Background: an optimization exercise with open tools, aiming at small area and a short achievable clock period. Do not read the settings as production practice. The RTL was checked by simulation tests, not by an equivalence proof against the original design. Power is estimated from default activity; no workload was simulated.

== red ==
// enigma_part3
module enigma_part3(clk, srst_n, load, encrypt, crypt_mode, table_idx, code_in, code_out, code_valid);
Size in the first run: roughly 20 I/O pins, ~77000 sq um of cells after synthesis.
export LEC_CHECK = 0
export CAP_MARGIN = 20
export CORE_MARGIN = 2
export CORE_UTILIZATION = 40
export CTS_BUF_LIST = sky130_fd_sc_hd__clkbuf_8 sky130_fd_sc_hd__clkbuf_16
export CTS_CLUSTER_DIAMETER = 100
export CTS_CLUSTER_SIZE = 20
export SLEW_MARGIN = 20
export SYNTH_HIERARCHICAL = 1
export SYNTH_MINIMUM_KEEP_SIZE = 0
export TNS_END_PERCENT = 5
export SETUP_SLACK_MARGIN = 12
export DONT_USE_CELLS = sky130_fd_sc_hd__or4_1 sky130_fd_sc_hd__or4_2 sky130_fd_sc_hd__or4_4 sky130_fd_sc_hd__or4b_1 sky130_fd_sc_hd__or4b_2 sky130_fd_sc_hd__or4b_4 sky130_fd_sc_hd__or4bb_1 sky130_fd_sc_hd__or4bb_2 sky130_fd_sc_hd__or4bb_4 sky130_fd_sc_hd__or3_1 sky130_fd_sc_hd__or3_2 sky130_fd_sc_hd__or3_4 sky130_fd_sc_hd__or3b_1 sky130_fd_sc_hd__or3b_2 sky130_fd_sc_hd__or3b_4 sky130_fd_sc_hd__clkdlybuf4s15_1 sky130_fd_sc_hd__clkdlybuf4s15_2 sky130_fd_sc_hd__clkdlybuf4s18_1 sky130_fd_sc_hd__clkdlybuf4s18_2 sky130_fd_sc_hd__clkdlybuf4s25_1 sky130_fd_sc_hd__clkdlybuf4s25_2 sky130_fd_sc_hd__clkdlybuf4s50_1 sky130_fd_sc_hd__clkdlybuf4s50_2 sky130_fd_sc_hd__dlygate4sd1_1 sky130_fd_sc_hd__dlygate4sd2_1 sky130_fd_sc_hd__dlygate4sd3_1 sky130_fd_sc_hd__dlymetal6s2s_1 sky130_fd_sc_hd__dlymetal6s4s_1 sky130_fd_sc_hd__dlymetal6s6s_1 
export CTS_ARGS = -sink_clustering_enable -repair_clock_nets -sink_clustering_size 20 -sink_clustering_max_diameter 100 -buf_list "sky130_fd_sc_hd__clkbuf_8 sky130_fd_sc_hd__clkbuf_16" -dont_use_dummy_load
create_clock -name core_clock -period 20.0 [get_ports {clk}]
standard.sh (not shown) runs the stock make flow with config.mk's settings and CLKGATE_MAP_FILE= SYNTH_SCRIPT=/design/flow/synth_recipe.tcl, a recipe that flattens the netlist after the stock synthesis.
==> flow/flow/run.sh <==
#!/bin/bash
# The standard layout (the standard.sh) with extra settings from
# flow/extra.mk. make's output goes to standard.log; each ORFS step writes
# its own log under orfs/logs/.
set -euo pipefail
cat flow/extra.mk >> config.mk
bash standard.sh > standard.log 2>&1
==> flow/flow/extra.mk <==
# Settings added to the standard flow's config.mk by flow/run.sh.
# Timing repair aims for 12 ns of setup slack, so it keeps shortening the
# critical paths well past the 20 ns clock period.
export SETUP_SLACK_MARGIN = 12
# The slow OR3/OR4 cells and the delay cells are left out of mapping, port
# buffering and repair.
export DONT_USE_CELLS = sky130_fd_sc_hd__or4_1 sky130_fd_sc_hd__or4_2 sky130_fd_sc_hd__or4_4 sky130_fd_sc_hd__or4b_1 sky130_fd_sc_hd__or4b_2 sky130_fd_sc_hd__or4b_4 sky130_fd_sc_hd__or4bb_1 sky130_fd_sc_hd__or4bb_2 sky130_fd_sc_hd__or4bb_4 sky130_fd_sc_hd__or3_1 sky130_fd_sc_hd__or3_2 sky130_fd_sc_hd__or3_4 sky130_fd_sc_hd__or3b_1 sky130_fd_sc_hd__or3b_2 sky130_fd_sc_hd__or3b_4 sky130_fd_sc_hd__clkdlybuf4s15_1 sky130_fd_sc_hd__clkdlybuf4s15_2 sky130_fd_sc_hd__clkdlybuf4s18_1 sky130_fd_sc_hd__clkdlybuf4s18_2 sky130_fd_sc_hd__clkdlybuf4s25_1 sky130_fd_sc_hd__clkdlybuf4s25_2 sky130_fd_sc_hd__clkdlybuf4s50_1 sky130_fd_sc_hd__clkdlybuf4s50_2 sky130_fd_sc_hd__dlygate4sd1_1 sky130_fd_sc_hd__dlygate4sd2_1 sky130_fd_sc_hd__dlygate4sd3_1 sky130_fd_sc_hd__dlymetal6s2s_1 sky130_fd_sc_hd__dlymetal6s4s_1 sky130_fd_sc_hd__dlymetal6s6s_1 
# Clock tree synthesis with the standard flow's settings, without the dummy loads it adds
# for balancing.
export CTS_ARGS = -sink_clustering_enable -repair_clock_nets -sink_clustering_size 20 -sink_clustering_max_diameter 100 -buf_list "sky130_fd_sc_hd__clkbuf_8 sky130_fd_sc_hd__clkbuf_16" -dont_use_dummy_load
Modified inputs, blue compared to red
Settings: removing CTS_ARGS (formerly -sink_clustering_enable -repair_clock_nets -sink_clustering_size 20 -sink_clustering_max_diameter 100 -buf_list "sky130_fd_sc_hd__clkbuf_8 sky130_fd_sc_hd__clkbuf_16" -dont_use_dummy_load); setting PLACE_DENSITY to 0.5 for the first time.
==> flow/flow/extra.mk <==
# Settings added to the standard flow's config.mk by flow/run.sh.
# Timing repair aims for 12 ns of setup slack, so it keeps shortening the
# critical paths well past the 20 ns clock period.
export SETUP_SLACK_MARGIN = 12
# The slow OR3/OR4 cells and the delay cells are left out of mapping, port
# buffering and repair.
export DONT_USE_CELLS = sky130_fd_sc_hd__or4_1 sky130_fd_sc_hd__or4_2 sky130_fd_sc_hd__or4_4 sky130_fd_sc_hd__or4b_1 sky130_fd_sc_hd__or4b_2 sky130_fd_sc_hd__or4b_4 sky130_fd_sc_hd__or4bb_1 sky130_fd_sc_hd__or4bb_2 sky130_fd_sc_hd__or4bb_4 sky130_fd_sc_hd__or3_1 sky130_fd_sc_hd__or3_2 sky130_fd_sc_hd__or3_4 sky130_fd_sc_hd__or3b_1 sky130_fd_sc_hd__or3b_2 sky130_fd_sc_hd__or3b_4 sky130_fd_sc_hd__clkdlybuf4s15_1 sky130_fd_sc_hd__clkdlybuf4s15_2 sky130_fd_sc_hd__clkdlybuf4s18_1 sky130_fd_sc_hd__clkdlybuf4s18_2 sky130_fd_sc_hd__clkdlybuf4s25_1 sky130_fd_sc_hd__clkdlybuf4s25_2 sky130_fd_sc_hd__clkdlybuf4s50_1 sky130_fd_sc_hd__clkdlybuf4s50_2 sky130_fd_sc_hd__dlygate4sd1_1 sky130_fd_sc_hd__dlygate4sd2_1 sky130_fd_sc_hd__dlygate4sd3_1 sky130_fd_sc_hd__dlymetal6s2s_1 sky130_fd_sc_hd__dlymetal6s4s_1 sky130_fd_sc_hd__dlymetal6s6s_1 
[summary]
Setup WNS red -> blue: better
NOTE maximum number of pins on one net before global-route repair red->blue increased by a few percent
blue vs. red: multi-input logic area now sits lower, sequential share of layout area increased by 0.29 points relative to the old numbers, depth of the critical timing path with buffers and inverters included up 1.
[blue vs red] global-route wire length before repair: higher in blue
The inputs of green differ from those of blue as listed below.
Settings: TNS_END_PERCENT now 30, was 5; PLACE_DENSITY no longer set, was 0.5.
Findings:
- Count of maximum capacitance violations, blue and green: lower on blue
- The flow for green finished, though final verification flagged max-capacitance violations, max-slew violations.
- Higher peak per-stage delay on the critical path was reported by green, not blue.
- Higher total number of vias among blue and green: green
- The run showing the greater fraction of standard cell area that is sequential is blue.
- Clock buffer and inverter area fraction after layout ends up higher on blue.
Input changes introduced in orange (baseline for comparison: green):
Settings: CORE_UTILIZATION: 40 -> 35; TNS_END_PERCENT: 30 -> 5.
Findings:
orange: full flow OK, the timing, design-rule and antenna checks passed
When orange is set beside green, its count of antenna diodes in the layout turns out to be about 8% larger.
Taking green as the reference point, the number of max-cap violations of orange falls by 1.
orange vs green, cell with the largest stage delay on the worst path: o211ai_1 vs xnor2_1
Relative to green, worst endpoint data arrival time decreased by 0.06 ns in orange.
When orange is set beside green, its wire length turns out to be 0.88% smaller.
Lower areal power density over the cells was reported by green, not orange.
Here is what was changed in the inputs of purple compared with orange.
Settings: CORE_UTILIZATION: 35 -> 40; PLACE_DENSITY: unset -> 0.7.
Results
Wire length: purple and orange compared, higher one is purple. Summary of purple over orange: worst setup slack went down 0.10 ns; wire length of the first global-routing pass went up about 6.4%; headroom to the max-slew limit went down 6.2 points; global-route usage went up 9.1 points. Side by side, time the final worst path needs with I/O delays and setup turned out higher in purple than in orange. Area growth from synthesis to final layout: purple vs orange down 0.30 points.

* * *

the reference run:
enigma_part3, a different RTL version from the one above (not shown whole).
For scale: ~20 I/O pins.
clock: 20.0 ns
lec_check: 0
cap_margin: 20
core_margin: 2
core_utilization: 40
cts_buf_list: sky130_fd_sc_hd__clkbuf_8 sky130_fd_sc_hd__clkbuf_16
cts_cluster_diameter: 100
cts_cluster_size: 20
slew_margin: 20
synth_hierarchical: 1
synth_minimum_keep_size: 0
tns_end_percent: 5
setup_slack_margin: 11
dont_use_cells: sky130_fd_sc_hd__or4_1 sky130_fd_sc_hd__or4_2 sky130_fd_sc_hd__or4_4 sky130_fd_sc_hd__or4b_1 sky130_fd_sc_hd__or4b_2 sky130_fd_sc_hd__or4b_4 sky130_fd_sc_hd__or4bb_1 sky130_fd_sc_hd__or4bb_2 sky130_fd_sc_hd__or4bb_4 sky130_fd_sc_hd__or3_1 sky130_fd_sc_hd__or3_2 sky130_fd_sc_hd__or3_4 sky130_fd_sc_hd__or3b_1 sky130_fd_sc_hd__or3b_2 sky130_fd_sc_hd__or3b_4 sky130_fd_sc_hd__clkdlybuf4s15_1 sky130_fd_sc_hd__clkdlybuf4s15_2 sky130_fd_sc_hd__clkdlybuf4s18_1 sky130_fd_sc_hd__clkdlybuf4s18_2 sky130_fd_sc_hd__clkdlybuf4s25_1 sky130_fd_sc_hd__clkdlybuf4s25_2 sky130_fd_sc_hd__clkdlybuf4s50_1 sky130_fd_sc_hd__clkdlybuf4s50_2 sky130_fd_sc_hd__dlygate4sd1_1 sky130_fd_sc_hd__dlygate4sd2_1 sky130_fd_sc_hd__dlygate4sd3_1 sky130_fd_sc_hd__dlymetal6s2s_1 sky130_fd_sc_hd__dlymetal6s4s_1 sky130_fd_sc_hd__dlymetal6s6s_1 
==> flow/flow/extra.mk <==
# Settings added to the standard flow's config.mk by flow/run.sh.
# Timing repair aims for 11 ns of setup slack, so it keeps shortening the
# critical paths well past the 20 ns clock period.
export SETUP_SLACK_MARGIN = 11
# The slow OR3/OR4 cells and the delay cells are left out of mapping, port
# buffering and repair.
export DONT_USE_CELLS = sky130_fd_sc_hd__or4_1 sky130_fd_sc_hd__or4_2 sky130_fd_sc_hd__or4_4 sky130_fd_sc_hd__or4b_1 sky130_fd_sc_hd__or4b_2 sky130_fd_sc_hd__or4b_4 sky130_fd_sc_hd__or4bb_1 sky130_fd_sc_hd__or4bb_2 sky130_fd_sc_hd__or4bb_4 sky130_fd_sc_hd__or3_1 sky130_fd_sc_hd__or3_2 sky130_fd_sc_hd__or3_4 sky130_fd_sc_hd__or3b_1 sky130_fd_sc_hd__or3b_2 sky130_fd_sc_hd__or3b_4 sky130_fd_sc_hd__clkdlybuf4s15_1 sky130_fd_sc_hd__clkdlybuf4s15_2 sky130_fd_sc_hd__clkdlybuf4s18_1 sky130_fd_sc_hd__clkdlybuf4s18_2 sky130_fd_sc_hd__clkdlybuf4s25_1 sky130_fd_sc_hd__clkdlybuf4s25_2 sky130_fd_sc_hd__clkdlybuf4s50_1 sky130_fd_sc_hd__clkdlybuf4s50_2 sky130_fd_sc_hd__dlygate4sd1_1 sky130_fd_sc_hd__dlygate4sd2_1 sky130_fd_sc_hd__dlygate4sd3_1 sky130_fd_sc_hd__dlymetal6s2s_1 sky130_fd_sc_hd__dlymetal6s4s_1 sky130_fd_sc_hd__dlymetal6s6s_1 
Scripts as last shown in full above: flow/flow/run.sh
The reference run: all stages complete, timing, DRC and antenna checks passed
diff inputs: the reference run => the trial run
- swapping 11 for 12 in SETUP_SLACK_MARGIN
-- flow/flow/extra.mk --
<<< the reference run, line 2
# Timing repair aims for 11 ns of setup slack, so it keeps shortening the
>>> the trial run, line 2
# Timing repair aims for 12 ns of setup slack, so it keeps shortening the
<<< the reference run, line 4
export SETUP_SLACK_MARGIN = 11
>>> the trial run, line 4
export SETUP_SLACK_MARGIN = 12
The trial run did not stop at any stage, and its layout met the timing, design-rule and antenna checks. In the tables for the reference run and the trial run, combined global-route utilization of all metal layers reads higher with the trial run. Against the reference run, the trial run comes in 0.67 points lower on share of cell area taken by multi-input logic gates. Across both runs, final critical path time including I/O delays and setup was lower for the trial run than for the reference run. The higher share of power burned in the clock network of the reference run and the trial run is in the reference run. Against the reference run, wire length reported by the detailed router in the trial run came out worse.

==> separate check: timing with driven ports <==
The flow's constraints put no driver on any port. The routed layouts listed below were extracted and timed again, unchanged, in two steps.
Step 1 assumes that a clkbuf_16 drives the clock port and a buf_2 every other input.
Step 2, shift: input delay + t, output delay - t, t = (earliest + latest rising clock arrival at the registers) / 2. This alone moves slack from input paths to output paths.
a / b / c = ideal ports / drivers / drivers and shift; a / b = the first two.
run	shift t [ns]	setup slack, ns	worst hold slack (ns)	latest minus earliest clock arrival (ns)	cell pins on the clock port's net
red	0.852	10.748 / 10.748 / 10.334	0.462 / 0.462 / 0.462	0.131 / 0.131	1
blue	0.895	10.758 / 10.758 / 10.404	0.469 / 0.469 / 0.469	0.071 / 0.071	1
green	0.901	10.855 / 10.855 / 10.579	0.487 / 0.487 / 0.487	0.088 / 0.088	1
orange	0.886	10.889 / 10.889 / 10.364	0.474 / 0.474 / 0.474	0.078 / 0.078	1
purple	0.875	10.784 / 10.784 / 10.393	0.490 / 0.490 / 0.490	0.087 / 0.087	1
the reference run	0.857	10.548 / 10.548 / 10.301	0.472 / 0.472 / 0.472	0.064 / 0.065	1
the trial run	0.857	10.687 / 10.687 / 10.558	0.476 / 0.476 / 0.476	0.061 / 0.061	1
The setup slack of orange, which loses most, moves by 0.000 ns with the drivers and by -0.525 ns with both steps.
